Background: an optimization exercise with open tools, aiming at small area and a short achievable clock period. Do not read the settings as production practice.
At most, simulation tests tie the RTL to the original design; equivalence was not proved.
No functional check of the RTL was part of runs 4 to 7.
Power figures rest on the tool's default switching activity, not on a simulated workload.

$ cat flow/design.v
module aish_merge #(
	parameter NB = 16
) (
	input  [8*NB-1:0] a,
	input  [8*NB-1:0] b,
	input  [8*NB-1:0] c,
	input  [NB-1:0]   sa,
	input  [NB-1:0]   sb,
	input  [NB-1:0]   sc,
	output [8*NB-1:0] y
);
	genvar j;
	generate
		for (j = 0; j < NB; j = j + 1) begin : g_byte
			assign y[8*j +: 8] = ~((a[8*j +: 8] & {8{sa[j]}}) |
			                       (b[8*j +: 8] & {8{sb[j]}}) |
			                       (c[8*j +: 8] & {8{sc[j]}}));
		end
	endgenerate
endmodule
module aish_rot #(
	parameter NB  = 16,
	parameter SH  = 1,
	parameter INV = 1
) (
	input  [8*NB-1:0] a,
	input             s,
	output [8*NB-1:0] y
);
	wire [8*NB-1:0] r = {a[8*SH-1:0], a[8*NB-1:8*SH]};
	wire [8*NB-1:0] m = s ? r : a;
	assign y = INV ? ~m : m;
endmodule
module axi_stream_insert_header #(
	parameter DATA_WD = 128,
	parameter DATA_BYTE_WD = DATA_WD / 8
) (
	input                           clk,
	input                           rst_n,
	input                           valid_in,
	input      [DATA_WD-1 : 0]      data_in,
	input      [DATA_BYTE_WD-1 : 0] keep_in,
	input                           last_in,
	output reg                      ready_in,
	input                           valid_insert,
	input      [DATA_WD-1 : 0]      header_insert,
	input      [DATA_BYTE_WD-1 : 0] keep_insert,
	output reg                      ready_insert,
	output                          valid_out,
	output     [DATA_WD-1 : 0]      data_out,
	output     [DATA_BYTE_WD-1 : 0] keep_out,
	output                          last_out,
	input                           ready_out
);
	localparam NB = DATA_BYTE_WD;
	reg               rdy_prev;    
	reg               rdy_prev2;   
	reg [DATA_WD-1:0] data_d;      
	reg [DATA_WD-1:0] merged_n;    
	reg [4:0]         hdr_cnt;     
	reg [5:0]         end_cnt;     
	function [4:0] popcount;
		input [NB-1:0] x;
		integer n;
		begin
			popcount = 0;
			for (n = 0; n < NB; n = n + 1)
				popcount = popcount + x[n];
		end
	endfunction
	wire start = ready_out & valid_insert & valid_in;
	wire up    = ready_in & ~rdy_prev;
	wire [4:0] ins_cnt = popcount(keep_insert);
	wire [4:0] shift   = up ? ins_cnt : hdr_cnt;
	reg [NB-1:0] sel_in, sel_hdr, sel_prev;
	integer j;
	always @(*) begin
		for (j = 0; j < NB; j = j + 1) begin
			sel_in[j]   = (j >= shift);
			sel_hdr[j]  = (j < shift) & up;
			sel_prev[j] = (j < shift) & ~up;
		end
	end
	wire [DATA_WD-1:0] merged_n_d;
	aish_merge #(.NB(NB)) u_merge (
		.a(data_in), .b(header_insert), .c(data_d),
		.sa(sel_in), .sb(sel_hdr), .sc(sel_prev), .y(merged_n_d));
	wire [DATA_WD-1:0] r0, r1, r2;
	aish_rot #(.NB(NB), .SH(1), .INV(1)) u_rot0 (.a(merged_n), .s(hdr_cnt[0]), .y(r0));
	aish_rot #(.NB(NB), .SH(2), .INV(1)) u_rot1 (.a(r0),       .s(hdr_cnt[1]), .y(r1));
	aish_rot #(.NB(NB), .SH(4), .INV(1)) u_rot2 (.a(r1),       .s(hdr_cnt[2]), .y(r2));
	aish_rot #(.NB(NB), .SH(8), .INV(0)) u_rot3 (.a(r2),       .s(hdr_cnt[3]), .y(data_out));
	reg [NB-1:0] last_keep;
	integer k;
	always @(*) begin
		for (k = 0; k < NB; k = k + 1)
			last_keep[k] = (end_cnt >= 2 * NB - k);
	end
	assign valid_out = rdy_prev | rdy_prev2;
	assign last_out  = rdy_prev2 & ~rdy_prev;
	assign keep_out  = rdy_prev ? {NB{1'b1}} : last_keep;
	always @(posedge clk or negedge rst_n) begin
		if (~rst_n) begin
			ready_in     <= 1'b0;
			ready_insert <= 1'b0;
			rdy_prev     <= 1'b0;
			rdy_prev2    <= 1'b0;
		end else begin
			if (last_in)
				ready_in <= 1'b0;
			else if (start)
				ready_in <= 1'b1;
			if (ready_in)
				ready_insert <= 1'b0;
			else if (start)
				ready_insert <= 1'b1;
			rdy_prev  <= ready_in;
			rdy_prev2 <= rdy_prev;
		end
	end
	always @(posedge clk) begin
		data_d   <= data_in;
		merged_n <= merged_n_d;
		if (up)
			hdr_cnt <= ins_cnt;
		if (ready_in)
			end_cnt <= shift + popcount(keep_in);
	end
endmodule
$ cat flow/flow/run.sh
#!/bin/bash
# Standard layout, with plain buf_1 cells as the port buffers and timing repair aiming well below the period.
set -euo pipefail
bash standard.sh 'BUFFER_PORTS_ARGS=-buffer_cell sky130_fd_sc_hd__buf_1' SETUP_SLACK_MARGIN=21 finish > make.log 2>&1
$ cat flow/standard.sh
#!/bin/bash
# synth_recipe.tcl (not shown) runs the flow's synth.tcl, then flattens the netlist and writes it again
# the make line also repeats each setting of config.mk as NAME=value (left out here)
make -C /OpenROAD-flow-scripts/flow DESIGN_CONFIG=/design/flow/config.mk WORK_HOME=/design/flow/orfs CLKGATE_MAP_FILE= SYNTH_SCRIPT=/design/flow/synth_recipe.tcl "${@:-finish}"
$ cat flow/config.mk
export PLATFORM = sky130hd
export DESIGN_NAME = axi_stream_insert_header
export DESIGN_NICKNAME = axi_stream_insert_header
export VERILOG_FILES = /design/flow/design.v
export SDC_FILE = /design/flow/constraint.sdc
export NUM_CORES = 4
export LEC_CHECK = 0
export CAP_MARGIN = 20
export CORE_MARGIN = 2
export CORE_UTILIZATION = 30
export SLEW_MARGIN = 20
export SYNTH_HIERARCHICAL = 1
$ cat flow/constraint.sdc
create_clock -name core_clock -period 30.0 [get_ports {clk}]
set_input_delay 6.0000 -clock core_clock [delete_from_list [all_inputs] [get_ports {clk}]]
set_output_delay 6.0000 -clock core_clock [all_outputs]
set_load 0.01 [all_outputs]
==> results of run 1 <==
## cells in the mapped netlist (4+ instances only)
cell	number	area share, %
mux2_2	128	9.6
dfrtp_1	4	0.67
buf_2	4	0.13
nor3_1	5	0.17
fa_1	21	2.8
edfxtp_1	6	1.2
nor2b_1	4	0.17
a222oi_1	128	8.5
nor2_2	4	0.17
a21oi_1	26	0.87
dfxtp_1	261	35
buf_12	39	5.2
a21o_1	6	0.30
nand2_1	13	0.32
mux2i_1	386	26
inv_2	6	0.15
clkbuf_8	8	0.73
clkbuf_2	17	0.57
clkbuf_1	19	0.47
inv_1	62	1.5
nand2b_1	4	0.17
ha_1	14	1.2
o21ai_0	16	0.53
buf_6	9	0.67
nor2_1	26	0.65
## power by group
group          internal (mW)  switching, mW
Clock                  0.257          0.163
Sequential             0.467          0.131
Combinational          0.847           1.21
Total                   1.57           1.50
## stage by stage
stage / area (um^2) / instances / total power, mW / util, % / setup WS (ns)
2_1_floorplan: 15200 / 1262 / 1.84 / - / 18.60
3_3_place_gp: 16600 / 2287 / 2.36 / 33.3 / 18.22
3_5_place_dp: 16600 / 2287 / 2.38 / 33.3 / 18.05
4_1_cts: 18900 / 2408 / 2.99 / 37.9 / 18.94
5_1_grt: 19200 / 2437 / 3.21 / 38.6 / 18.63
6_report: 19200 / 2439 / 3.07 / 38.6 / 18.83
## state kept, by name, summed over array words and instances (netlist names)
register / count
rdy_prev2: 1
ready_in: 1
merged_n: 128
ready_insert: 1
data_d: 128
end_cnt: 6
hdr_cnt: 5
rdy_prev: 1
## final timing paths
check,start,endpoint,slack [ns],cells after the start
worst max-delay path,keep_insert[9],end_cnt[5],18.83,23
worst min-delay path,data_d[20],merged_n[20],0.41,1
worst max register to register,ready_in,end_cnt[4],25.30,15
worst min register to register,data_d[20],merged_n[20],0.41,1
max in group asynchronous,rst_n,rdy_prev,24.53,1
min in group asynchronous,rst_n,ready_in,5.29,1
## cells by family after synthesis
family	count (synthesis)	share of synthesized area (%)
compound gates	199	11.6
xor+xnor	7	0.458
fa+ha+maj	35	3.97
buf+inv	166	9.58
flops	271	36.7
mux	515	35.5
simple gates	69	2.30
## repair_timing
action | 4_1_cts | 5_1_grt
buffers inserted | 59 | 27
pin swaps | 48 | 35
gates cloned | 2 | 1
resized for setup | 116 | 22
setup endpoints to repair | 266 | 240
## per-layer routing
layer | GRT usage, % | wire, um | vias to the layer above
li1 | - | - | 5817
met1 | 32.2 | 28800 | 6375
met2 | 39.2 | 30100 | 612
met3 | 4.11 | 4300 | 101
met4 | 7.61 | 2250 | 0
met5 | 0 | 0 | -
## final cells by class
class	count	area [um^2]
antenna	3	7.51
clock buffer	42	931
clock inverter	18	226
fill	4883	30600
inverter	68	275
multi-input combinational	825	8650
sequential	271	5520
tap	672	841
timing repair buffer	540	2760
==> qor.yml, run 1 <==
run_status:
  status: "no timing/DRC/antenna violations"
yosys:
  syn_area_um2: 15000
  async_flop_share_pct: 1.48
  ys_types: 57
  yosysWarnings: 7
  synth_nets: 1591
  seq_area_frac_synth_pct: 36.7
  syn_area_per_cell_um2: 11.9
  synth_edf_count: 6
  ys_seq_elements: 271
  syn_inst: 1262
  yosys_most_used_dff: "dfxtp_1"
critical_path:
  worst-setup-path-type: "in2reg"
  cp_num_buf_inv: 7
  critPathLaunchType: "input port"
  slowest_delay_ns: 0.60
  required_ns: 30.29
  crit_fanout: 2
  cpMaxStageDelayCell: "fa_2"
  crit_chain: "buf_1 > inv_1 > fa_1 > fa_1 > fa_1 > fa_1 > inv_2 > ha_4 > inv_2 > fa_2 > nor3b_2 > a21oi_2 > inv_2 > ha_4 > inv_2 > fa_1 > inv_1 > fa_1 > ha_1 > a21o_1 > a21oi_2 > o21bai_1 > a21o_1"
  critPathArrivalTime_ns: 11.46
  endpoint_kind: "flip-flop"
  path_delay_family: "adder cells"
  cpMostUsedCell: "fa_1"
route:
  wl_per_cell_um: 26.9
  ant_nets: 0
  drtIter0Drc: 1454
  drc: 0
  vias: 12905
  wirelength_um: 65500
  drt-pass1-iter-count: 9
  vias_per_cell: 5.29
timing:
  hold_violations: 0
  fin_skew_ns: 0.0195
  min_period_ns: 11.17
  setup_violations: 0
  worstMarginPinSlew_ns: 1.08
  finalCritPeriodShare_pct: 37.2
  hold-worst-slack_ns: 0.407
  setup_tns_ns: 0
  slew_headroom_pct: 28.3
  fmax_mhz: 89.5
  maxSlewViolCount: 0
  rsz0062_at_grt: "yes"
run:
  maxCapViolCount: 0
floorplan:
  dieArea_um2: 51900
  initial_core_util_pct: 30.2
  core_um2: 49800
  die_x_um: 228
  ios: 442
  rows: 82
  die_y_um: 228
final_layout:
  layout_common_cells: "buf_1 (440), mux2i_1 (364), dfxtp_1 (257), a222oi_1 (128), mux2_2 (128)"
  fin_nets: 2069
  syn_to_final_growth_pct: 27.9
  mostFrequentLayoutCell: "buf_1"
  layout-drive-gt1-share_pct: 22.3
min_path:
  hp-class: "reg2reg"
clock_tree:
  cts_tree: "yes"
  cts_buffers: 34
  cts_max_level: 2
  clock_latency_ns: 0.54
  clk_path_buf_depth: 3
  cts.sink_count: 271
  ctsRootBufferMaster: "clkbuf_16"
  cts_hold_buf: 0
  clkSlewWorstSetupHoldPaths_ns: 0.06
grt:
  antenna_found_initial: 3
  grt_pass1_wl_um: 90700
  track_usage_pct: 24.0
  grt_start_max_net_pins: 93
  grt-ovfl-total: 0
  grt_pass1_vias: 12713
pwr:
  ir_drop_mv: 0.0741
  power.leakage_nw: 7.70
  power.density_nw_per_um2: 160
placement:
  port_buffers: 441
  post-dp-hpwl_um: 52300
  gp_congestion: 0.934
==> inputs of run 2 (changes only) <==
==> flow/run.sh (new file) <==
#!/bin/bash
# synth_recipe.tcl (not shown) runs the flow's synth.tcl, then flattens the netlist and writes it again
# the make line also repeats each setting of config.mk as NAME=value (left out here)
make -C /OpenROAD-flow-scripts/flow DESIGN_CONFIG=/design/flow/config.mk WORK_HOME=/design/flow/orfs CLKGATE_MAP_FILE= SYNTH_SCRIPT=/design/flow/synth_recipe.tcl finish
removed: flow/flow/run.sh
removed: flow/standard.sh
==> run 2 against run 1 <==
- still clean on timing, DRC and antenna
- register-to-register slack worse by 0.11 ns
- power about the same
- clock power decreased by 9.5%
- fmax shrank 5.6%
- worst setup slack got worse by 0.67 ns
- non-clock buffer count down 89
- routed wire length shrank 4.1%
==> qor.yml, run 2 <==
final_layout:
  biggestRegsByFlops: "data_d (128), merged_n (128), end_cnt (6)"
  mostFrequentLayoutCell: "clkdlybuf4s50_1"
  final_cells: 2345
  multi_input_area_um2: 8090
  fillerInstances: 4830
  layout-drive-gt1-share_pct: 13.0
  layout_common_cells: "clkdlybuf4s50_1 (441), mux2i_1 (386), dfxtp_1 (257), a222oi_1 (128), mux2_2 (128)"
  ff_latch_area_um2: 5520
  fin_util_pct: 40.7
  fin_nets: 1977
  syn_to_final_growth_pct: 34.9
pwr:
  p_clk_share_pct: 12.4
  switching_share_pct: 44.5
  ir_drop_mv: 0.0624
  p_int_mw: 1.70
  p_comb_share_pct: 68.1
  total_power_mw: 3.07
  power.leakage_nw: 8.19
  power.density_nw_per_um2: 152
  seq_power_share_pct: 19.5
  switchingPower_mw: 1.37
placement:
  dpl.cell_count: 2286
  port_buffers: 441
  post-dp-hpwl_um: 52800
  gp_congestion: 0.935
floorplan:
  initial_core_util_pct: 30.2
  rows: 82
  dieArea_um2: 51900
  die_y_um: 228
  die_x_um: 228
  ios: 442
  core_um2: 49800
yosys:
  synth_edf_count: 6
  yosysMostFrequentCell: "mux2i_1"
  yosysTopAreaCell: "dfxtp_1"
  seq_area_frac_synth_pct: 36.7
  yosysWarnings: 7
  syn_area_um2: 15000
  synth_area_leaders: "dfxtp_1 (35%), mux2i_1 (26%), mux2_2 (9.6%)"
  syn_area_per_cell_um2: 11.9
  yosys_most_used_dff: "dfxtp_1"
  syn_inst: 1262
  ys_seq_elements: 271
  synth_top_cell_area_share_pct: 34.8
  netlist_top_cells_count: "mux2i_1 (386), dfxtp_1 (261), a222oi_1 (128), mux2_2 (128), inv_1 (62)"
  ys_types: 57
  async_flop_share_pct: 1.48
  synth_nets: 1591
route:
  ant_nets: 0
  vias_per_cell: 5.29
  drc: 0
  drtIter0Drc: 1311
  wl_per_cell_um: 26.8
  wirelength_um: 62900
  vias: 12408
  drt-pass1-iter-count: 9
run:
  maxCapViolCount: 0
timing:
  fin_skew_ns: 0.0181
  setup_violations: 0
  slew_headroom_pct: 25.0
  maxSlewViolCount: 0
  fmax_mhz: 84.5
  hold_violations: 0
  rsz0062_at_grt: "no"
  finalCritPeriodShare_pct: 39.5
  setup_tns_ns: 0
  min_period_ns: 11.84
  worstMarginPinSlew_ns: 1.12
critical_path:
  crit_fanout: 5
  ff2ff_setup_slack_ns: 25.19
  critPathLaunchType: "input port"
  worst-setup-path-type: "in2reg"
  r2r-end: "end_cnt[4]"
  required_ns: 30.33
  endpoint_kind: "flip-flop"
  rr_startpoint: "ready_in"
  r2r_cells: 13
  critPathArrivalTime_ns: 12.16
clock_tree:
  cts_hold_buf: 0
  clk_path_buf_depth: 3
  cts.sink_count: 271
  cts_tree: "yes"
  clock_latency_ns: 0.57
  cts_buffers: 31
  post-cts-setup-buffer-count: 0
  ctsRootBufferMaster: "clkbuf_16"
  cts_resized: 0
  cts_max_level: 1
  clkSlewWorstSetupHoldPaths_ns: 0.06
grt:
  grt-ovfl-total: 0
  grt_start_max_net_pins: 95
  grt_pass1_wl_um: 88600
  grt_pass1_vias: 12625
  track_usage_pct: 23.3
  antenna_found_initial: 6
min_path:
  hp-class: "reg2reg"
  hold_start: "data_d[33]"
  hold_depth: 1
  hold-path-endpoint: "merged_n[33]"
run_status:
  status: "no timing/DRC/antenna violations"
## run 2: changes by cell type in the layout (fill, tap and decap cells not counted), sizes merged, moves of 2 or more
cell           delta
bufinv            -2
inv               -5
clkbuf            +2
clkdlybuf4s50   +441
bufbuf            -2
buf             -527
## run 2: area by class of cell
type	instances	area share, %
inverters	68	1.26
clock inverters	11	0.556
well taps	672	4.15
repair buffers	451	22.3
diodes	2	0.0247
multi-input cells	825	39.9
clock buffers	45	4.54
flip-flops and latches	271	27.3
## run 2: critical path: stages
cell and delay, ns:
clkdlybuf4s50_1 0.45, inv_1 0.05, fa_1 0.55, fa_1 0.43, fa_1 0.53, fa_1 0.40, inv_1 0.06, ha_1 0.15
inv_1 0.06, fa_1 0.69, nor3b_1 0.10, a21oi_1 0.33, inv_2 0.12, ha_1 0.30, inv_1 0.04, fa_1 0.47
inv_1 0.05, fa_1 0.45, ha_1 0.28, a21o_1 0.15, a21oi_1 0.22, o21bai_1 0.09, a21o_1 0.17
## run 2: how the worst max path moves through the flow
stage	from	end	slack, ns	cells past startpoint
after floorplan	keep_insert[11]	end_cnt[5]	18.33	22
after global placement	keep_insert[11]	end_cnt[5]	17.65	23
after detailed placement	keep_insert[5]	end_cnt[5]	17.55	23
after CTS	keep_insert[5]	end_cnt[5]	18.16	23
after global routing	keep_insert[11]	end_cnt[5]	17.81	23
final	keep_insert[11]	end_cnt[5]	18.16	23
## run 2: layer usage
layer  track usage [%]  share of wire (%)  routed length (um)
met5                 0                  0                   0
met4              6.66                2.7                1690
met3              2.97                6.3                3930
met2              38.9                 47               29500
met1              31.4                 44               27800
## run 2: cell families (layout without fill, tap and decap cells)
family | Yosys count | count (layout) | synth area share [%]
other cells | 0 | 2 | 0
flops | 271 | 271 | 36.7
mux | 515 | 515 | 35.5
xor+xnor | 7 | 7 | 0.458
compound gates | 199 | 199 | 11.6
simple gates | 69 | 69 | 2.30
fa+ha+maj | 35 | 35 | 3.97
buf+inv | 166 | 575 | 9.58
## run 2: metrics by stage
step / cell area (um^2) / hold slack [ns] / setup slack, ns
6_report: 20300 / 0.411 / 18.16
5_1_grt: 20300 / 0.417 / 17.81
4_1_cts: 20200 / 0.412 / 18.16
3_5_place_dp: 19200 / 0.402 / 17.55
3_3_place_gp: 19200 / 0.401 / 17.65
2_1_floorplan: 15000 / 0.393 / 18.33
## run 2: power by group through the flow
stage | registers [mW] | clock network (mW) | logic, mW
after floorplan | 0.508 | 0 | 1.29
after global placement | 0.606 | 0 | 2.04
after detailed placement | 0.606 | 0 | 2.06
after CTS | 0.598 | 0.389 | 2.08
after global routing | 0.607 | 0.404 | 2.21
final | 0.599 | 0.381 | 2.09
==> inputs of run 3 (changes only) <==
==> flow/flow/run.sh (new file) <==
#!/bin/bash
# Standard layout, with plain buf_1 cells as the port buffers.
set -euo pipefail
bash standard.sh 'BUFFER_PORTS_ARGS=-buffer_cell sky130_fd_sc_hd__buf_1' finish > make.log 2>&1
==> flow/standard.sh (new file) <==
#!/bin/bash
# synth_recipe.tcl (not shown) runs the flow's synth.tcl, then flattens the netlist and writes it again
# the make line also repeats each setting of config.mk as NAME=value (left out here)
make -C /OpenROAD-flow-scripts/flow DESIGN_CONFIG=/design/flow/config.mk WORK_HOME=/design/flow/orfs CLKGATE_MAP_FILE= SYNTH_SCRIPT=/design/flow/synth_recipe.tcl "${@:-finish}"
removed: flow/run.sh
==> run 3 against run 2 <==
- utilization shrank 5.4 points
- first-iteration DRC count grew 25%
- via count grew 0.52%
- combinational power shrank 16%
- hold slack lost 0.0057 ns
- cell count grew 0.21%
- power shrank 9.4%
- cell area shrank 13%
- routed wire length grew 0.26%
- clock power grew 8.1%
- clock skew grew 0.0062 ns
- sequential share of layout area grew 4.2 points
- critical path type unchanged
- largest cell class unchanged
- largest power group unchanged
==> qor.yml, run 3 <==
run_status:
  status: "no timing/DRC/antenna violations"
critical_path:
  cpMaxStageDelayCell: "fa_1"
  path_delay_family: "adder cells"
  r2r_cells: 13
  cpMostUsedCell: "fa_1"
  cp_num_buf_inv: 7
  rr_startpoint: "ready_in"
  worst-setup-path-type: "in2reg"
  required_ns: 30.28
  endpoint_kind: "flip-flop"
  critPathLaunchType: "input port"
  slowest_delay_ns: 0.69
  r2r-end: "end_cnt[4]"
  crit_fanout: 5
  crit_chain: "buf_1 > inv_1 > fa_1 > fa_1 > fa_1 > fa_1 > inv_1 > ha_1 > inv_1 > fa_1 > nor3b_1 > a21oi_1 > inv_2 > ha_1 > inv_1 > fa_1 > inv_1 > fa_1 > ha_1 > a21o_1 > a21oi_1 > o21bai_1 > a21o_1"
  critPathArrivalTime_ns: 11.85
  ff2ff_setup_slack_ns: 25.22
pwr:
  ir_drop_mv: 0.0632
  power.leakage_nw: 7.03
  power.density_nw_per_um2: 158
clock_tree:
  cts_tree: "yes"
  ctsRootBufferMaster: "clkbuf_16"
  post-cts-setup-buffer-count: 0
  clk_path_buf_depth: 3
  cts_resized: 0
  clock_latency_ns: 0.54
  clkSlewWorstSetupHoldPaths_ns: 0.06
  cts.sink_count: 271
  cts_buffers: 34
  cts_max_level: 2
  cts_hold_buf: 0
final_layout:
  biggestRegsByFlops: "data_d (128), merged_n (128), end_cnt (6)"
  fillerInstances: 5075
  fin_area_um2: 17600
  mostFrequentLayoutCell: "buf_1"
  ff_latch_area_um2: 5520
  fin_nets: 1978
  syn_to_final_growth_pct: 16.9
  layout_common_cells: "buf_1 (441), mux2i_1 (386), dfxtp_1 (257), a222oi_1 (128), mux2_2 (128)"
  multi_input_area_um2: 8090
  layout-drive-gt1-share_pct: 13.2
grt:
  grt_start_max_net_pins: 84
  grt_pass1_vias: 12462
  grt_pass1_wl_um: 88000
  antenna_found_initial: 8
  track_usage_pct: 23.4
  grt-ovfl-total: 0
route:
  ant_nets: 0
  wl_per_cell_um: 26.8
  drt-pass1-iter-count: 9
  wirelength_um: 63000
  drc: 0
  vias: 12472
  vias_per_cell: 5.31
  drtIter0Drc: 1633
yosys:
  netlist_top_cells_count: "mux2i_1 (386), dfxtp_1 (261), a222oi_1 (128), mux2_2 (128), inv_1 (62)"
  yosys_most_used_dff: "dfxtp_1"
  async_flop_share_pct: 1.48
  yosysWarnings: 7
  yosysMostFrequentCell: "mux2i_1"
  seq_area_frac_synth_pct: 36.7
  ys_seq_elements: 271
  synth_top_cell_area_share_pct: 34.8
  synth_nets: 1591
  ys_types: 57
  synth_edf_count: 6
  syn_area_per_cell_um2: 11.9
  syn_inst: 1262
  synth_area_leaders: "dfxtp_1 (35%), mux2i_1 (26%), mux2_2 (9.6%)"
  syn_area_um2: 15000
  yosysTopAreaCell: "dfxtp_1"
floorplan:
  initial_core_util_pct: 30.2
  core_um2: 49800
  die_x_um: 228
  rows: 82
  ios: 442
  dieArea_um2: 51900
  die_y_um: 228
timing:
  hold_violations: 0
  maxSlewViolCount: 0
  setup_tns_ns: 0
  fin_skew_ns: 0.0243
  rsz0062_at_grt: "no"
  hold-worst-slack_ns: 0.405
  setup_slack_ns: 18.44
  fmax_mhz: 86.5
  finalCritPeriodShare_pct: 38.5
  worstMarginPinSlew_ns: 1.09
  setup_violations: 0
  min_period_ns: 11.56
  slew_headroom_pct: 27.0
min_path:
  hold-path-endpoint: "merged_n[119]"
  hp-class: "reg2reg"
  hold_start: "data_d[119]"
  hold_depth: 1
placement:
  place_area_um2: 16400
  detailedPlace.worstSlack_ns: 17.91
  gp_congestion: 0.940
  port_buffers: 441
  post-dp-hpwl_um: 52600
run:
  maxCapViolCount: 0
## run 3: cell count changes in the layout (fill, tap and decap cells not counted), sizes merged
cell           previous run  this run
buf                      10       449
bufinv                    2         3
clkbuf                   45        43
clkdlybuf4s50           441         0
clkinv                    6        10
clkinvlp                  3         0
diode                     2         7
inv                      68        70
## run 3: worst max-delay path by stage
stage / slack [ns] / endpoint / start / depth (start not counted)
6_report: 18.44 / end_cnt[5] / keep_insert[11] / 23
5_1_grt: 18.13 / end_cnt[5] / keep_insert[11] / 23
4_1_cts: 18.49 / end_cnt[5] / keep_insert[5] / 23
3_5_place_dp: 17.91 / end_cnt[5] / keep_insert[5] / 23
3_3_place_gp: 18.03 / end_cnt[5] / keep_insert[11] / 23
2_1_floorplan: 18.33 / end_cnt[5] / keep_insert[11] / 22
## run 3: per-layer routing
metal	part of all wire (%)	global-route usage [%]	wire [um]	vias to the layer above
met5	0	0	0	-
met4	3.5	8.86	2180	0
met3	5.8	3.43	3640	90
met2	45	37.8	28600	610
met1	45	31.6	28600	6151
li1	-	-	-	5621
## run 3: area by class of cell
cell class,instances,share of cell area [%]
inverters,68,1.45
clock buffers,43,5.39
repair buffers,449,9.77
diodes,7,0.0997
multi-input cells,825,46.1
well taps,672,4.79
clock inverters,15,1.03
flip-flops and latches,271,31.4
## run 3: through the flow
stage / utilization [%] / power, mW / std cells
floorplan: - / 1.80 / 1262
finish: 35.3 / 2.78 / 2350
global route: 35.3 / 2.93 / 2348
CTS: 35.2 / 2.78 / 2343
detailed placement: 33.0 / 2.34 / 2285
global placement: 33.0 / 2.32 / 2285
## run 3: kinds of logic after synthesis
logic type                 count (synthesis)  share of synthesized area (%)
buffers and inverters                    166                           9.58
xor gates and xnor gates                   7                          0.458
and+or+nand+nor                           69                           2.30
AOI/OAI and AO/OA                        199                           11.6
adders and majority gates                 35                           3.97
DFF                                      271                           36.7
muxes                                    515                           35.5
## run 3: worst reg2reg max path: cells and delay by family (launching register included)
| kind | cells | cell delay [ns] |
|---|---|---|
| adders and majority gates | 5 | 2.12 |
| AOI/OAI and AO/OA | 3 | 0.75 |
| DFF | 1 | 0.67 |
| xor gates and xnor gates | 2 | 0.25 |
| buffers and inverters | 2 | 0.11 |
| and+or+nand+nor | 1 | 0.63 |
## run 3: power breakdown
part           leakage (nW)  switching (mW)  internal (mW)
clock network         0.559           0.162          0.250
registers              2.31           0.143          0.467
logic                  4.16            1.08          0.684
==> inputs of run 4 (changes only) <==
--- a/flow/design.v
+++ b/flow/design.v
@@ -31,6 +31,59 @@
 	wire [8*NB-1:0] m = s ? r : a;
 	assign y = INV ? ~m : m;
 endmodule
+module aish_thermo16 (
+	input  [15:0] x,
+	output [15:0] t
+);
+	function [3:0] sort4;
+		input [3:0] v;
+		begin
+			sort4[0] = |v;
+			sort4[1] = (v[0] & v[1]) | (v[0] & v[2]) | (v[0] & v[3]) |
+			           (v[1] & v[2]) | (v[1] & v[3]) | (v[2] & v[3]);
+			sort4[2] = (v[0] & v[1] & v[2]) | (v[0] & v[1] & v[3]) |
+			           (v[0] & v[2] & v[3]) | (v[1] & v[2] & v[3]);
+			sort4[3] = &v;
+		end
+	endfunction
+	function [7:0] add44;
+		input [3:0] a;
+		input [3:0] b;
+		integer m, i;
+		reg [4:0] ae, be;
+		begin
+			ae = {a, 1'b1};
+			be = {b, 1'b1};
+			for (m = 1; m <= 8; m = m + 1) begin
+				add44[m-1] = 1'b0;
+				for (i = 0; i <= 4; i = i + 1)
+					if (m - i >= 0 && m - i <= 4 && i <= 4)
+						add44[m-1] = add44[m-1] | (ae[i] & be[m-i]);
+			end
+		end
+	endfunction
+	function [15:0] add88;
+		input [7:0] a;
+		input [7:0] b;
+		integer m, i;
+		reg [8:0] ae, be;
+		begin
+			ae = {a, 1'b1};
+			be = {b, 1'b1};
+			for (m = 1; m <= 16; m = m + 1) begin
+				add88[m-1] = 1'b0;
+				for (i = 0; i <= 8; i = i + 1)
+					if (m - i >= 0 && m - i <= 8)
+						add88[m-1] = add88[m-1] | (ae[i] & be[m-i]);
+			end
+		end
+	endfunction
+	wire [3:0] n0 = sort4(x[3:0]);
+	wire [3:0] n1 = sort4(x[7:4]);
+	wire [3:0] n2 = sort4(x[11:8]);
+	wire [3:0] n3 = sort4(x[15:12]);
+	assign t = add88(add44(n0, n1), add44(n2, n3));
+endmodule
 module axi_stream_insert_header #(
 	parameter DATA_WD = 128,
 	parameter DATA_BYTE_WD = DATA_WD / 8
@@ -58,27 +111,29 @@
 	reg [DATA_WD-1:0] data_d;      
 	reg [DATA_WD-1:0] merged_n;    
 	reg [4:0]         hdr_cnt;     
-	reg [5:0]         end_cnt;     
-	function [4:0] popcount;
-		input [NB-1:0] x;
-		integer n;
-		begin
-			popcount = 0;
-			for (n = 0; n < NB; n = n + 1)
-				popcount = popcount + x[n];
-		end
-	endfunction
+	reg [4:0]         keep_cnt;    
 	wire start = ready_out & valid_insert & valid_in;
 	wire up    = ready_in & ~rdy_prev;
-	wire [4:0] ins_cnt = popcount(keep_insert);
-	wire [4:0] shift   = up ? ins_cnt : hdr_cnt;
-	reg [NB-1:0] sel_in, sel_hdr, sel_prev;
+	wire [15:0] ins_t;
+	aish_thermo16 u_ins_t (.x(keep_insert), .t(ins_t));
+	wire [4:0] ins_cnt;
+	assign ins_cnt[4] = ins_t[15];
+	assign ins_cnt[3] = ins_t[7] & ~ins_t[15];
+	assign ins_cnt[2] = (ins_t[3] & ~ins_t[7]) | (ins_t[11] & ~ins_t[15]);
+	assign ins_cnt[1] = (ins_t[1] & ~ins_t[3]) | (ins_t[5] & ~ins_t[7]) |
+	                    (ins_t[9] & ~ins_t[11]) | (ins_t[13] & ~ins_t[15]);
+	assign ins_cnt[0] = (ins_t[0] & ~ins_t[1]) | (ins_t[2] & ~ins_t[3]) |
+	                    (ins_t[4] & ~ins_t[5]) | (ins_t[6] & ~ins_t[7]) |
+	                    (ins_t[8] & ~ins_t[9]) | (ins_t[10] & ~ins_t[11]) |
+	                    (ins_t[12] & ~ins_t[13]) | (ins_t[14] & ~ins_t[15]);
+	reg [NB-1:0] low, sel_in, sel_hdr, sel_prev;
 	integer j;
 	always @(*) begin
 		for (j = 0; j < NB; j = j + 1) begin
-			sel_in[j]   = (j >= shift);
-			sel_hdr[j]  = (j < shift) & up;
-			sel_prev[j] = (j < shift) & ~up;
+			low[j]      = up ? ins_t[j] : (hdr_cnt > j);
+			sel_in[j]   = ~low[j];
+			sel_hdr[j]  = low[j] & up;
+			sel_prev[j] = low[j] & ~up;
 		end
 	end
 	wire [DATA_WD-1:0] merged_n_d;
@@ -90,6 +145,7 @@
 	aish_rot #(.NB(NB), .SH(2), .INV(1)) u_rot1 (.a(r0),       .s(hdr_cnt[1]), .y(r1));
 	aish_rot #(.NB(NB), .SH(4), .INV(1)) u_rot2 (.a(r1),       .s(hdr_cnt[2]), .y(r2));
 	aish_rot #(.NB(NB), .SH(8), .INV(0)) u_rot3 (.a(r2),       .s(hdr_cnt[3]), .y(data_out));
+	wire [5:0] end_cnt = hdr_cnt + keep_cnt;
 	reg [NB-1:0] last_keep;
 	integer k;
 	always @(*) begin
@@ -124,6 +180,6 @@
 		if (up)
 			hdr_cnt <= ins_cnt;
 		if (ready_in)
-			end_cnt <= shift + popcount(keep_in);
+			keep_cnt <= $countones(keep_in);
 	end
 endmodule
==> run 4 against run 3 <==
- die area grew 2.9%
- count of clock-buffer cells in the layout down 5
- critical path type is now reg2out
- first-iteration DRC count grew 2.1%
- clock power is essentially flat
- sequential share of layout area shrank 0.71 points
- still clean on timing, DRC and antenna
==> qor.yml, run 4 <==
yosys:
  seq_area_frac_synth_pct: 35.7
  yosysWarnings: 8
  async_flop_share_pct: 1.48
  syn_inst: 1328
  yosysTopAreaCell: "dfxtp_1"
  syn_area_um2: 15500
  synth_top_family_by_area: "multiplexers"
  synth_area_leaders: "dfxtp_1 (33%), mux2i_1 (25%), mux2_2 (9.4%)"
  synth_top_cell_area_share_pct: 33.2
  ys_seq_elements: 270
  synth_compound_area_share_pct: 14.0
  netlist_top_cells_count: "mux2i_1 (384), dfxtp_1 (256), a222oi_1 (137)"
  ys_types: 64
  synth_nets: 1643
  synthXorXnorAreaFrac_pct: 0.170
  synthSimpleGateAreaFrac_pct: 4.32
  synthAdderAreaFrac_pct: 2.51
  synth_edf_count: 10
  yosys_most_used_dff: "dfxtp_1"
  yosysMostFrequentCell: "mux2i_1"
  syn_area_per_cell_um2: 11.6
  synthMuxAreaShare_pct: 34.3
critical_path:
  cpMaxStageDelayCell: "buf_4"
  path_delay_family: "buffers and inverters"
  crit_chain: "buf_4 > buf_4 > mux2i_1 > mux2i_1 > mux2i_1 > mux2_2 > buf_1"
  cp_num_buf_inv: 3
  path_depth: 7
  cpMostUsedCell: "mux2i_1"
  critPathArrivalTime_ns: 4.55
  crit_fanout: 68
  r2r_cells: 6
  required_ns: 24.00
  critPathLaunchType: "flip-flop"
  slowest_delay_ns: 0.92
  worst-setup-path-type: "reg2out"
  endpoint_kind: "primary output"
placement:
  port_buffers: 441
  gp_congestion: 0.942
  detailedPlace.worstSlack_ns: 20.05
  post-dp-hpwl_um: 52400
clock_tree:
  post-cts-setup-buffer-count: 0
  cts_hold_buf: 0
  clock_latency_ns: 0.58
  clk_path_buf_depth: 3
  cts_resized: 0
  cts_buffers: 31
  clkSlewWorstSetupHoldPaths_ns: 0.06
  cts.sink_count: 270
  cts_tree: "yes"
  ctsRootBufferMaster: "clkbuf_16"
  cts_max_level: 1
grt:
  grt_use_met1_pct: 28.2
  antenna_found_initial: 4
  grt_pass1_vias: 12798
  use_met2_pct: 40.4
  track_usage_pct: 22.8
  grt-ovfl-total: 0
  grt_start_max_net_pins: 139
  use_met3_pct: 3.32
  grt_pass1_wl_um: 88500
  busiest_layer: "met2"
floorplan:
  ios: 442
  die_y_um: 231
  die_x_um: 231
  initial_core_util_pct: 30.3
  rows: 83
  core_um2: 51100
  dieArea_um2: 53400
final_layout:
  mostFrequentLayoutCell: "buf_1"
  fin_nets: 2027
  biggestRegsByFlops: "data_d (128), merged_n (128)"
  syn_to_final_growth_pct: 16.4
  layout_common_cells: "buf_1 (441), mux2i_1 (384), dfxtp_1 (256), a222oi_1 (137), mux2_2 (129)"
  layout-drive-gt1-share_pct: 12.6
run:
  maxCapViolCount: 0
timing:
  maxSlewViolCount: 0
  min_period_ns: 10.55
  worstMarginPinSlew_ns: 1.10
  setup_violations: 0
  hold-worst-slack_ns: 0.407
  slew_headroom_pct: 26.7
  finalCritPeriodShare_pct: 35.2
  setup_slack_ns: 19.45
  fmax_mhz: 94.7
  hold_violations: 0
  rsz0062_at_grt: "no"
  fin_skew_ns: 0.0262
  setup_tns_ns: 0
pwr:
  total_power_mw: 1.17
  p_clk_share_pct: 35.1
  power.leakage_nw: 7.59
  seq_power_share_pct: 36.1
  ir_drop_mv: 0.0392
  p_comb_share_pct: 28.9
  switchingPower_uw: 393
  p_int_uw: 774
  power.density_nw_per_um2: 64.9
  switching_share_pct: 33.7
min_path:
  hold_depth: 1
  hp-class: "reg2reg"
route:
  vias_per_cell: 5.43
  drt-pass1-iter-count: 8
  wl_per_cell_um: 26.4
  vias: 13121
  ant_nets: 0
  drc: 0
  wirelength_um: 63900
  drtIter0Drc: 1668
run_status:
  status: "no timing/DRC/antenna violations"
run 4: cells by family after synthesis:
family	Yosys count
buffers and inverters	149
AOI/OAI and AO/OA	247
muxes	513
DFF	270
xor gates and xnor gates	3
and+or+nand+nor	121
adders and majority gates	25
run 4: cell type report:
type,instances,area [um^2]
antenna,1,2.50
clock buffer,38,873
clock inverter,18,238
fill,5190,33100
inverter,44,165
multi-input combinational,909,8550
sequential,270,5530
tap,680,851
timing repair buffer,456,1780
run 4: per-module statistics from Yosys (local to each module, per instance), a selection:
module / cells / flip-flops and latches
aish_thermo16: 131 / 0
axi_stream_insert_header: 469 / 270
run 4: worst paths after layout:
check	slack, ns	start	to
min in group asynchronous	5.27	rst_n	rdy_prev2
max reg2reg	25.85	hdr_cnt[3]	merged_n[96]
max in group asynchronous	24.54	rst_n	rdy_prev
min	0.41	data_d[120]	merged_n[120]
max	19.45	hdr_cnt[0]	data_out[59]
min reg2reg	0.41	data_d[120]	merged_n[120]
run 4: routing by layer:
metal	share of wire, %	wire (um)
met1	42	26600
met4	3.3	2110
met3	5.6	3550
met5	0.042	27
met2	49	31600
run 4: per-stage QoR:
step	std cells	cell area [um^2]	utilization (%)
detailed placement	2358	16900	33.0
CTS	2414	18000	35.2
global route	2415	18000	35.2
global placement	2358	16900	33.0
finish	2416	18000	35.2
floorplan	1328	15500	-
run 4: power by group through the flow:
stage	clock network, mW	logic (mW)	registers [mW]
finish	0.409	0.337	0.421
global route	0.432	0.362	0.422
CTS	0.419	0.335	0.420
detailed placement	0	0.332	0.428
global placement	0	0.328	0.428
floorplan	0	0.224	0.411
==> inputs of run 5 (changes only) <==
==> flow/flow/run.sh (replaced) <==
#!/bin/bash
# Standard layout, with plain buf_1 cells as the port buffers and timing repair aiming well below the period.
set -euo pipefail
bash standard.sh 'BUFFER_PORTS_ARGS=-buffer_cell sky130_fd_sc_hd__buf_1' SETUP_SLACK_MARGIN=20 finish > make.log 2>&1
==> run 5 against run 4 <==
- non-clock buffer count up 2
- via count up 0.34%
- still clean on timing, DRC and antenna
- cell area up 0.26%
- synthesized cell count unchanged
- largest power group unchanged
- cell count about the same
==> qor.yml, run 5 <==
final_layout:
  syn_to_final_growth_pct: 16.7
  fillerInstances: 5189
  fin_nets: 2029
  layout-drive-gt1-share_pct: 12.7
  ff_latch_area_um2: 5530
  mostFrequentLayoutCell: "buf_1"
  biggestRegsByFlops: "data_d (128), merged_n (128)"
  multi_input_area_um2: 8550
  layout_common_cells: "buf_1 (441), mux2i_1 (384), dfxtp_1 (256), a222oi_1 (137), mux2_2 (129)"
route:
  drtIter0Drc: 1723
  wl_per_cell_um: 26.7
  vias: 13166
  vias_per_cell: 5.44
  drt-pass1-iter-count: 11
  wirelength_um: 64700
  drc: 0
  ant_nets: 0
grt:
  grt_pass1_vias: 12797
  antenna_found_initial: 4
  grt-ovfl-total: 0
  grt_start_max_net_pins: 139
  grt_pass1_wl_um: 88500
  track_usage_pct: 22.8
clock_tree:
  cts_buffers: 31
  clock_latency_ns: 0.58
  cts_hold_buf: 0
  clkSlewWorstSetupHoldPaths_ns: 0.06
  cts_max_level: 1
  post-cts-setup-buffer-count: 0
  ctsRootBufferMaster: "clkbuf_16"
  cts_tree: "yes"
  cts.sink_count: 270
  clk_path_buf_depth: 3
floorplan:
  ios: 442
  die_y_um: 231
  initial_core_util_pct: 30.3
  dieArea_um2: 53400
  rows: 83
  core_um2: 51100
  die_x_um: 231
pwr:
  p_clk_share_pct: 35.1
  switchingPower_uw: 394
  total_power_mw: 1.17
  ir_drop_mv: 0.0392
  p_comb_share_pct: 28.9
  p_int_uw: 774
  power.leakage_nw: 7.61
  seq_power_share_pct: 36.0
  switching_share_pct: 33.8
  power.density_nw_per_um2: 64.8
timing:
  rsz0062_at_grt: "no"
  finalCritPeriodShare_pct: 32.3
  slew_headroom_pct: 26.1
  setup_violations: 0
  setup_tns_ns: 0
  fin_skew_ns: 0.0270
  worstMarginPinSlew_ns: 1.11
  min_period_ns: 9.70
  fmax_mhz: 103
  hold_violations: 0
  maxSlewViolCount: 0
critical_path:
  path_delay_family: "compound AO/OA/AOI/OAI gates"
  required_ns: 24.00
  crit_fanout: 35
  cpMaxStageDelayCell: "edfxtp_1"
  endpoint_kind: "primary output"
  critPathLaunchType: "flip-flop"
  crit_chain: "clkbuf_16 > inv_1 > fa_1 > nand2b_1 > a21oi_1 > nand3_1 > a31oi_1 > o21ai_0 > buf_1"
  worst-setup-path-type: "reg2out"
  cp_num_buf_inv: 3
  slowest_delay_ns: 0.59
  critPathArrivalTime_ns: 3.70
yosys:
  yosysTopAreaCell: "dfxtp_1"
  ys_types: 64
  synthMuxAreaShare_pct: 34.3
  synth_top_cell_area_share_pct: 33.2
  synthSimpleGateAreaFrac_pct: 4.32
  yosys_most_used_dff: "dfxtp_1"
  synth_edf_count: 10
  syn_area_per_cell_um2: 11.6
  netlist_top_cells_count: "mux2i_1 (384), dfxtp_1 (256), a222oi_1 (137)"
  async_flop_share_pct: 1.48
  yosysMostFrequentCell: "mux2i_1"
  synth_area_leaders: "dfxtp_1 (33%), mux2i_1 (25%), mux2_2 (9.4%)"
  synthAdderAreaFrac_pct: 2.51
  synth_compound_area_share_pct: 14.0
  yosysWarnings: 8
  ys_seq_elements: 270
  synthXorXnorAreaFrac_pct: 0.170
  syn_inst: 1328
  syn_area_um2: 15500
  synth_top_family_by_area: "multiplexers"
  seq_area_frac_synth_pct: 35.7
  synth_nets: 1643
run_status:
  status: "no timing/DRC/antenna violations"
min_path:
  hp-class: "reg2reg"
run:
  maxCapViolCount: 0
placement:
  gp_congestion: 0.942
  port_buffers: 441
  post-dp-hpwl_um: 52400
run 5: changes by cell type in the layout (fill, tap and decap cells not counted), sizes merged:
cell    delta
buf        +1
clkbuf     +1
run 5: kinds of logic (layout without fill, tap and decap cells):
logic type,Yosys count,in the layout
AOI/OAI and AO/OA,247,247
other,0,1
xor gates and xnor gates,3,3
and+or+nand+nor,121,121
muxes,513,513
buffers and inverters,149,558
adders and majority gates,25,25
DFF,270,270
run 5: path summary, 6_finish.rpt:
check,startpoint,to,slack [ns],cells after the start
hold / removal,data_d[120],merged_n[120],0.41,1
max in group asynchronous,rst_n,rdy_prev,24.54,1
min in group asynchronous,rst_n,ready_in,5.27,1
setup reg to reg,hdr_cnt[3],merged_n[96],25.83,6
setup / recovery,hdr_cnt[1],keep_out[15],20.30,9
hold reg to reg,data_d[120],merged_n[120],0.41,1
run 5: repair_timing:
item / in CTS / in global routing
resized for setup: 3 / 5
cloned: 0 / 2
endpoints found under the setup margin: 96 / 27
run 5: metal layers:
layer  track usage, %  vias to the layer above  part of all wire, %
met3             3.32                       94                  5.7
li1                 -                     6004                    -
met5                0                        -                0.049
met4             7.88                        4                  3.4
met2             40.4                      596                   49
met1             28.2                     6468                   42
run 5: cell type report:
type | instances | share of cell area, %
inverters | 44 | 0.916
well taps | 680 | 4.72
multi-input cells | 909 | 47.4
repair buffers | 458 | 10.2
clock buffers | 38 | 4.84
diodes | 1 | 0.0139
flip-flops and latches | 270 | 30.6
clock inverters | 18 | 1.32
run 5: through the flow:
step                      cells  util, %  hold WS [ns]  worst slack, ns  area (um^2)
final                      2418     35.3         0.406            20.30        18000
after floorplan            1328        -         0.393            20.99        15500
after global placement     2358     33.0         0.402            20.09        16900
after CTS                  2414     35.2         0.407            20.02        18000
after global routing       2417     35.3         0.416            20.00        18000
after detailed placement   2358     33.0         0.402            20.05        16900
run 5: power groups by stage:
stage	sequential, mW	clock [mW]	combinational [mW]
floorplan	0.411	0	0.224
detailed placement	0.428	0	0.332
finish	0.421	0.410	0.338
CTS	0.420	0.419	0.335
global route	0.423	0.432	0.363
global placement	0.428	0	0.328
run 5: per-module statistics from Yosys, one instance, submodules excluded, a selection:
module	flops+latches	times used	area, um^2	cells
aish_thermo16	0	1	951	131
axi_stream_insert_header	270	1	6810	469
==> inputs of run 6 (changes only) <==
--- a/flow/design.v
+++ b/flow/design.v
@@ -112,8 +112,10 @@
 	reg [DATA_WD-1:0] merged_n;    
 	reg [4:0]         hdr_cnt;     
 	reg [4:0]         keep_cnt;    
+	reg [3:0]         rot;         
 	wire start = ready_out & valid_insert & valid_in;
 	wire up    = ready_in & ~rdy_prev;
+	wire [4:0] shift;
 	wire [15:0] ins_t;
 	aish_thermo16 u_ins_t (.x(keep_insert), .t(ins_t));
 	wire [4:0] ins_cnt;
@@ -126,6 +128,7 @@
 	                    (ins_t[4] & ~ins_t[5]) | (ins_t[6] & ~ins_t[7]) |
 	                    (ins_t[8] & ~ins_t[9]) | (ins_t[10] & ~ins_t[11]) |
 	                    (ins_t[12] & ~ins_t[13]) | (ins_t[14] & ~ins_t[15]);
+	assign shift = up ? ins_cnt : hdr_cnt;
 	reg [NB-1:0] low, sel_in, sel_hdr, sel_prev;
 	integer j;
 	always @(*) begin
@@ -141,10 +144,10 @@
 		.a(data_in), .b(header_insert), .c(data_d),
 		.sa(sel_in), .sb(sel_hdr), .sc(sel_prev), .y(merged_n_d));
 	wire [DATA_WD-1:0] r0, r1, r2;
-	aish_rot #(.NB(NB), .SH(1), .INV(1)) u_rot0 (.a(merged_n), .s(hdr_cnt[0]), .y(r0));
-	aish_rot #(.NB(NB), .SH(2), .INV(1)) u_rot1 (.a(r0),       .s(hdr_cnt[1]), .y(r1));
-	aish_rot #(.NB(NB), .SH(4), .INV(1)) u_rot2 (.a(r1),       .s(hdr_cnt[2]), .y(r2));
-	aish_rot #(.NB(NB), .SH(8), .INV(0)) u_rot3 (.a(r2),       .s(hdr_cnt[3]), .y(data_out));
+	aish_rot #(.NB(NB), .SH(1), .INV(1)) u_rot0 (.a(merged_n), .s(rot[0]), .y(r0));
+	aish_rot #(.NB(NB), .SH(2), .INV(1)) u_rot1 (.a(r0),       .s(rot[1]), .y(r1));
+	aish_rot #(.NB(NB), .SH(4), .INV(1)) u_rot2 (.a(r1),       .s(rot[2]), .y(r2));
+	aish_rot #(.NB(NB), .SH(8), .INV(0)) u_rot3 (.a(r2),       .s(rot[3]), .y(data_out));
 	wire [5:0] end_cnt = hdr_cnt + keep_cnt;
 	reg [NB-1:0] last_keep;
 	integer k;
@@ -177,6 +180,7 @@
 	always @(posedge clk) begin
 		data_d   <= data_in;
 		merged_n <= merged_n_d;
+		rot      <= shift[3:0];
 		if (up)
 			hdr_cnt <= ins_cnt;
 		if (ready_in)
==> flow/flow/run.sh (replaced) <==
#!/bin/bash
# Standard layout, with plain buf_1 cells as the port buffers and timing repair aiming well below the period.
set -euo pipefail
bash standard.sh 'BUFFER_PORTS_ARGS=-buffer_cell sky130_fd_sc_hd__buf_1' SETUP_SLACK_MARGIN=22 finish > make.log 2>&1
--- a/flow/config.mk
+++ b/flow/config.mk
@@ -7,6 +7,6 @@
 export LEC_CHECK = 0
 export CAP_MARGIN = 20
 export CORE_MARGIN = 2
-export CORE_UTILIZATION = 30
+export CORE_UTILIZATION = 50
 export SLEW_MARGIN = 20
 export SYNTH_HIERARCHICAL = 1
==> run 6 against run 5 <==
- still clean
- non-clock buffer count up 104
- count of clock-buffer cells in the layout unchanged
- global-route usage up 11 points
- area after synthesis about the same
- clock skew down 0.017 ns
- die area down 39%
- hold slack better by 0.00092 ns
- clock power down 14%
- sequential power up 2%
- utilization up 36 points
- worst setup slack better by 0.79 ns
- largest power group unchanged
- highest routed layer unchanged
==> qor.yml, run 6 <==
route:
  wl_per_cell_um: 27.7
  ant_nets: 0
  wirelength_um: 62200
  vias: 14469
  vias_per_cell: 6.46
  drtIter0Drc: 2022
  drt-pass1-iter-count: 9
  drc: 0
placement:
  port_buffers: 441
  gp_congestion: 0.972
  detailedPlace.worstSlack_ns: 20.62
  post-dp-hpwl_um: 43200
pwr:
  ir_drop_mv: 0.0444
  power.density_nw_per_um2: 55.1
  power.leakage_nw: 9.02
critical_path:
  r2r_cells: 7
  rr_startpoint: "ready_in"
  crit_fanout: 8
  required_ns: 24.00
  critPathLaunchType: "flip-flop"
  critPathArrivalTime_ns: 2.90
  r2r-end: "merged_n[33]"
  ff2ff_setup_slack_ns: 26.14
  endpoint_kind: "primary output"
  cpMaxStageDelayCell: "mux2i_2"
  cpMostUsedCell: "mux2i_2"
  worst-setup-path-type: "reg2out"
  crit_chain: "buf_4 > buf_6 > buf_12 > buf_16 > mux2i_2 > mux2i_2 > mux2i_1 > mux2_2 > clkbuf_2"
  slowest_delay_ns: 0.45
min_path:
  hold_start: "data_d[124]"
  hp-class: "reg2reg"
  hold-path-endpoint: "merged_n[124]"
  hold_depth: 1
floorplan:
  die_x_um: 180
  initial_core_util_pct: 50.7
  core_um2: 30500
  ios: 442
  dieArea_um2: 32400
  die_y_um: 180
  rows: 64
final_layout:
  diodes: 0
  layout-drive-gt1-share_pct: 42.1
  ff_latch_area_um2: 5530
  mostFrequentLayoutCell: "buf_1"
  fin_nets: 2138
  syn_to_final_growth_pct: 40.0
  biggestRegsByFlops: "data_d (128), merged_n (128), keep_cnt (5)"
  layout_common_cells: "buf_1 (304), dfxtp_1 (256), mux2i_1 (190), a222oi_1 (137), mux2i_2 (117)"
  multi_input_area_um2: 11000
  fillerInstances: 2205
timing:
  hold_violations: 0
  maxSlewViolCount: 0
  fmax_mhz: 112
  setup_slack_ns: 21.10
  worstMarginPinSlew_ns: 1.21
  setup_tns_ns: 0
  setup_violations: 0
  rsz0062_at_grt: "yes"
  finalCritPeriodShare_pct: 29.7
  fin_skew_ns: 0.00967
  min_period_ns: 8.91
  slew_headroom_pct: 19.4
  hold-worst-slack_ns: 0.407
grt:
  grt_pass1_vias: 13503
  antenna_found_initial: 2
  grt_pass1_wl_um: 83800
  track_usage_pct: 34.0
  grt_start_max_net_pins: 78
  grt-ovfl-total: 0
yosys:
  synth_nets: 1647
  async_flop_share_pct: 1.48
  yosys_most_used_dff: "dfxtp_1"
  syn_area_per_cell_um2: 11.6
  synth_area_leaders: "dfxtp_1 (33%), mux2i_1 (25%), mux2_2 (9.4%)"
  netlist_top_cells_count: "mux2i_1 (384), dfxtp_1 (256), a222oi_1 (137)"
  syn_area_um2: 15500
  synth_top_cell_area_share_pct: 33.1
  seq_area_frac_synth_pct: 35.7
  ys_seq_elements: 270
  yosysMostFrequentCell: "mux2i_1"
  yosysWarnings: 8
  synth_edf_count: 10
  ys_types: 67
  syn_inst: 1332
  yosysTopAreaCell: "dfxtp_1"
run:
  maxCapViolCount: 0
clock_tree:
  clkSlewWorstSetupHoldPaths_ns: 0.06
  cts_buffers: 28
  cts_tree: "yes"
  cts_max_level: 1
  ctsRootBufferMaster: "clkbuf_16"
  cts.sink_count: 270
  clock_latency_ns: 0.55
  clk_path_buf_depth: 3
run_status:
  status: "no timing/DRC/antenna violations"
-- run 6: cell count changes in the layout (fill, tap and decap cells not counted), sizes merged --
cell and change:
o22ai +4, a22oi -5, bufinv -3, nand4 -1, a221oi +1, a22o +1
buf -6, clkbuf +110, diode -1, nor4 +1, o221ai +1, nor2 +10
and2 -5
-- run 6: kinds of logic (layout without fill, tap and decap cells) --
kind of cell | Yosys count | after routing | share of synthesized area, %
adder cells (fa/ha/maj) | 25 | 25 | 2.51
flip-flops | 270 | 270 | 35.7
XOR/XNOR | 3 | 3 | 0.170
AO/OA/AOI/OAI | 247 | 249 | 13.9
AND/OR/NAND/NOR | 123 | 126 | 4.37
buffers and inverters | 151 | 659 | 9.04
multiplexers | 513 | 513 | 34.2
-- run 6: modules after synthesis, one instance, submodules excluded, a selection --
module | cells | cell area, um^2 | flops+latches | copies in the design
aish_thermo16 | 131 | 951 | 0 | 1
axi_stream_insert_header | 473 | 6820 | 270 | 1
-- run 6: final cells by class --
type	instances	area share (%)
multi-input combinational	916	50.9
sequential	270	25.5
timing repair buffer	562	16.1
clock buffer	38	3.74
tap	396	2.29
inverter	45	0.815
clock inverter	14	0.711
-- run 6: how the worst max path moves through the flow --
stage | slack, ns | depth (start not counted) | from | end
after floorplan | 20.94 | 12 | keep_in[2] | keep_cnt[1]
after CTS | 21.22 | 10 | rot[0] | keep_out[7]
after detailed placement | 20.62 | 13 | keep_in[2] | keep_cnt[1]
after global placement | 20.64 | 13 | keep_in[2] | keep_cnt[1]
final | 21.10 | 9 | rot[0] | data_out[25]
after global routing | 21.02 | 9 | rot[0] | data_out[57]
-- run 6: per-stage QoR --
stage,power [mW],area (um^2),util [%],instances
floorplan,0.624,15900,-,1332
global placement,0.725,16800,55.1,2071
detailed placement,0.728,16800,55.1,2071
CTS,1.12,19800,64.8,2188
global route,1.23,21700,71.0,2241
finish,1.19,21700,71.0,2241
-- run 6: metal layers --
metal / part of all wire, % / track usage [%]
met1: 38 / 42.9
met2: 47 / 57.1
met3: 8.8 / 4.48
met4: 6.2 / 17.4
met5: 0.042 / 0
-- run 6: repair_timing --
item / 4_1_cts / 5_1_grt
hold endpoints to repair: 0 / 0
setup buffers: 51 / 42
cloned: 14 / 11
endpoints found under the setup margin: 267 / 270
resized for setup: 277 / 406
pin swaps: 55 / 89
hold buffers: 0 / 0
-- run 6: power breakdown --
part / internal, mW / total (mW) / switching [mW]
combinational: 0.190 / 0.410 / 0.220
sequential: 0.393 / 0.429 / 0.0362
clock: 0.208 / 0.354 / 0.147
total: 0.791 / 1.19 / 0.402
-- run 6: critical path, delay by kind of cell, from the launching register on --
family	cells	cell delay, ns
multiplexers	4	1.17
flip-flops	1	0.42
buffers and inverters	5	0.76
==> inputs of run 7 (changes only) <==
--- a/flow/config.mk
+++ b/flow/config.mk
@@ -8,5 +8,6 @@
 export CAP_MARGIN = 20
 export CORE_MARGIN = 2
 export CORE_UTILIZATION = 50
+export CTS_BUF_LIST = sky130_fd_sc_hd__clkbuf_4
 export SLEW_MARGIN = 20
 export SYNTH_HIERARCHICAL = 1
==> run 7 against run 6 <==
- still clean
- highest routed layer unchanged
- utilization is 3.3 points lower
- sequential power is essentially flat
- count of clock-buffer cells in the layout is 62 higher
==> qor.yml, run 7 <==
timing:
  rsz0062_at_grt: "yes"
  hold_violations: 0
  hold-worst-slack_ns: 0.368
  worstMarginPinSlew_ns: 1.23
  setup_tns_ns: 0
  fmax_mhz: 111
  fin_skew_ns: 0.0700
  min_period_ns: 9.04
  slew_headroom_pct: 18.0
  setup_violations: 0
  finalCritPeriodShare_pct: 30.1
  maxSlewViolCount: 0
yosys:
  async_flop_share_pct: 1.48
  ys_types: 67
  synth_nets: 1647
  synth_compound_area_share_pct: 13.9
  syn_inst: 1332
  yosysWarnings: 8
  seq_area_frac_synth_pct: 35.7
  synthXorXnorAreaFrac_pct: 0.170
  synth_area_leaders: "dfxtp_1 (33%), mux2i_1 (25%), mux2_2 (9.4%)"
  synth_top_cell_area_share_pct: 33.1
  synthAdderAreaFrac_pct: 2.51
  synthSimpleGateAreaFrac_pct: 4.37
  yosysTopAreaCell: "dfxtp_1"
  ys_seq_elements: 270
  syn_area_per_cell_um2: 11.6
  netlist_top_cells_count: "mux2i_1 (384), dfxtp_1 (256), a222oi_1 (137)"
  yosys_most_used_dff: "dfxtp_1"
  syn_area_um2: 15500
  yosysMostFrequentCell: "mux2i_1"
  synth_edf_count: 10
  synth_top_family_by_area: "multiplexers"
  synthMuxAreaShare_pct: 34.2
critical_path:
  r2r_cells: 7
  required_ns: 24.00
  r2r-end: "merged_n[33]"
  slowest_delay_ns: 0.43
  critPathArrivalTime_ns: 3.04
  ff2ff_setup_slack_ns: 26.24
  cpMaxStageDelayCell: "edfxtp_1"
  rr_startpoint: "ready_in"
  crit_chain: "buf_4 > buf_6 > buf_12 > buf_12 > buf_16 > mux2i_4 > mux2i_2 > mux2i_1 > mux2_2 > clkbuf_2"
  cp_num_buf_inv: 6
  path_delay_family: "multiplexers"
  cpMostUsedCell: "buf_12"
  crit_fanout: 8
  endpoint_kind: "primary output"
  critPathLaunchType: "flip-flop"
  worst-setup-path-type: "reg2out"
grt:
  track_usage_pct: 34.0
  grt-ovfl-total: 0
  antenna_found_initial: 3
  grt_start_max_net_pins: 78
  grt_pass1_wl_um: 83100
  grt_pass1_vias: 13625
min_path:
  hold_start: "data_d[127]"
  hold-path-endpoint: "merged_n[127]"
  hold_depth: 1
  hp-class: "reg2reg"
clock_tree:
  cts.sink_count: 270
  clk_path_buf_depth: 3
  cts_buffers: 71
  cts_max_level: 3
  ctsRootBufferMaster: "clkbuf_4"
  clock_latency_ns: 0.73
  clkSlewWorstSetupHoldPaths_ns: 0.08
  cts_hold_buf: 0
  cts_tree: "yes"
final_layout:
  layout_common_cells: "buf_1 (320), dfxtp_1 (256), mux2i_1 (211), a222oi_1 (137), mux2i_2 (107)"
  biggestRegsByFlops: "data_d (128), merged_n (128), keep_cnt (5)"
  syn_to_final_growth_pct: 33.6
  fin_nets: 2130
  layout-drive-gt1-share_pct: 39.2
  fin_area_um2: 20700
  mostFrequentLayoutCell: "buf_1"
pwr:
  power.density_nw_per_um2: 55.0
  ir_drop_mv: 0.0423
  power.leakage_nw: 8.68
route:
  vias: 14340
  wl_per_cell_um: 27.1
  vias_per_cell: 6.34
  drt-pass1-iter-count: 11
  wirelength_um: 61300
  drc: 0
  drtIter0Drc: 2042
  ant_nets: 0
placement:
  place_area_um2: 16800
  port_buffers: 441
  gp_congestion: 0.972
  post-dp-hpwl_um: 43200
floorplan:
  ios: 442
  core_um2: 30500
  initial_core_util_pct: 50.7
  rows: 64
  dieArea_um2: 32400
  die_x_um: 180
  die_y_um: 180
run:
  maxCapViolCount: 0
run_status:
  status: "no timing/DRC/antenna violations"
-- run 7: changes by cell type in the layout (fill, tap and decap cells not counted), sizes merged, moves of 2 or more --
cell	previous run	this run
nor2	50	48
a2111o	2	4
clkbuf	150	198
diode	0	2
buf	450	414
clkinv	8	17
-- run 7: power by group --
part	internal [mW]	switching, mW	total [mW]	leakage [nW]
Clock	0.163	0.155	0.318	0.517
Combinational	0.177	0.215	0.392	5.87
Sequential	0.393	0.0345	0.428	2.30
Total	0.733	0.404	1.14	8.68
-- run 7: per-layer routing --
metal | part of all wire, % | global-route usage (%)
met5 | 0.021 | 0
met4 | 6.0 | 20.3
met3 | 9.7 | 5.23
met2 | 47 | 55.7
met1 | 37 | 42.4
-- run 7: worst max-delay path by stage --
stage,startpoint,to,depth (start not counted)
after floorplan,keep_in[2],keep_cnt[1],12
after global placement,keep_in[2],keep_cnt[1],13
after detailed placement,keep_in[2],keep_cnt[1],13
after CTS,rot[0],keep_out[7],10
after global routing,rot[0],data_out[116],10
final,rot[0],data_out[37],10
-- run 7: cell families (layout without fill, tap and decap cells) --
| logic type | count (synthesis) | after routing |
|---|---|---|
| AOI/OAI and AO/OA | 247 | 250 |
| DFF | 270 | 270 |
| other | 0 | 2 |
| buffers and inverters | 151 | 680 |
| and+or+nand+nor | 123 | 124 |
| adders and majority gates | 25 | 25 |
| xor gates and xnor gates | 3 | 3 |
| muxes | 513 | 513 |
-- run 7: what timing repair did --
item / in CTS / in global routing
hold endpoints to repair: 0 / 0
endpoints found under the setup margin: 251 / 268
buffers inserted: 24 / 22
resized for setup: 182 / 378
pin swaps: 31 / 51
gates cloned: 11 / 10
-- run 7: per-stage QoR --
stage          utilization (%)  total power, mW  worst slack, ns  instances
2_1_floorplan                -            0.624            20.94       1332
3_3_place_gp              55.1            0.725            20.64       2071
4_1_cts                   62.2             1.08            21.07       2229
6_report                  67.7             1.14            20.96       2263
3_5_place_dp              55.1            0.728            20.62       2071
5_1_grt                   67.7             1.18            20.94       2263
-- run 7: area by class of cell --
cell class              count  area [um^2]
multi-input cells         915        10700
fillers                  2410         9840
flip-flops and latches    270         5530
repair buffers            512         2920
clock buffers             100          751
well taps                 396          495
inverters                  45          176
clock inverters            23          128
diodes                      2         5.00
-- run 7: modules after synthesis, one instance, submodules excluded, excerpt --
module / flip-flops and latches / area (um^2)
aish_thermo16: 0 / 951
axi_stream_insert_header: 270 / 6820

[what the ideal ports hide]
The flow's constraints put no driver on any port. The routed layouts listed below were extracted and timed again, unchanged, in two steps. Step 1: set_driving_cell puts a clkbuf_16 on clk and a buf_2 on each other input, an assumption about the parent block. Step 2 adds t to the input delays and takes it off the output delays; t is the mean of the earliest and latest rising clock arrival at the registers after step 1. Input paths then give back, and output paths get back, about the clock's delay inside the block. Slacks: no drivers / after step 1 / after step 2; pairs: no drivers / after step 1.
| run | shift t [ns] | slack for setup (ns) | worst hold slack (ns) | latest minus earliest clock arrival (ns) |
|---|---|---|---|---|
| run 1 | 0.589 | 18.831 / 18.837 / 18.248 | 0.407 / 0.407 / 0.407 | 0.020 / 0.020 |
| run 2 | 0.619 | 18.163 / 18.198 / 17.579 | 0.411 / 0.411 / 0.411 | 0.019 / 0.019 |
| run 3 | 0.593 | 18.435 / 18.470 / 17.878 | 0.405 / 0.405 / 0.405 | 0.024 / 0.025 |
| run 4 | 0.615 | 19.445 / 19.393 / 20.008 | 0.407 / 0.407 / 0.407 | 0.028 / 0.028 |
| run 5 | 0.616 | 20.301 / 20.248 / 20.123 | 0.406 / 0.406 / 0.406 | 0.029 / 0.028 |
| run 6 | 0.597 | 21.095 / 21.042 / 20.807 | 0.407 / 0.407 / 0.407 | 0.015 / 0.015 |
| run 7 | 0.746 | 20.956 / 20.907 / 20.810 | 0.368 / 0.368 / 0.368 | 0.076 / 0.077 |
After both steps every run listed still meets setup and hold. For run 2, which loses most, drivers alone change the setup slack by +0.035 ns; drivers and shift together by -0.584 ns.
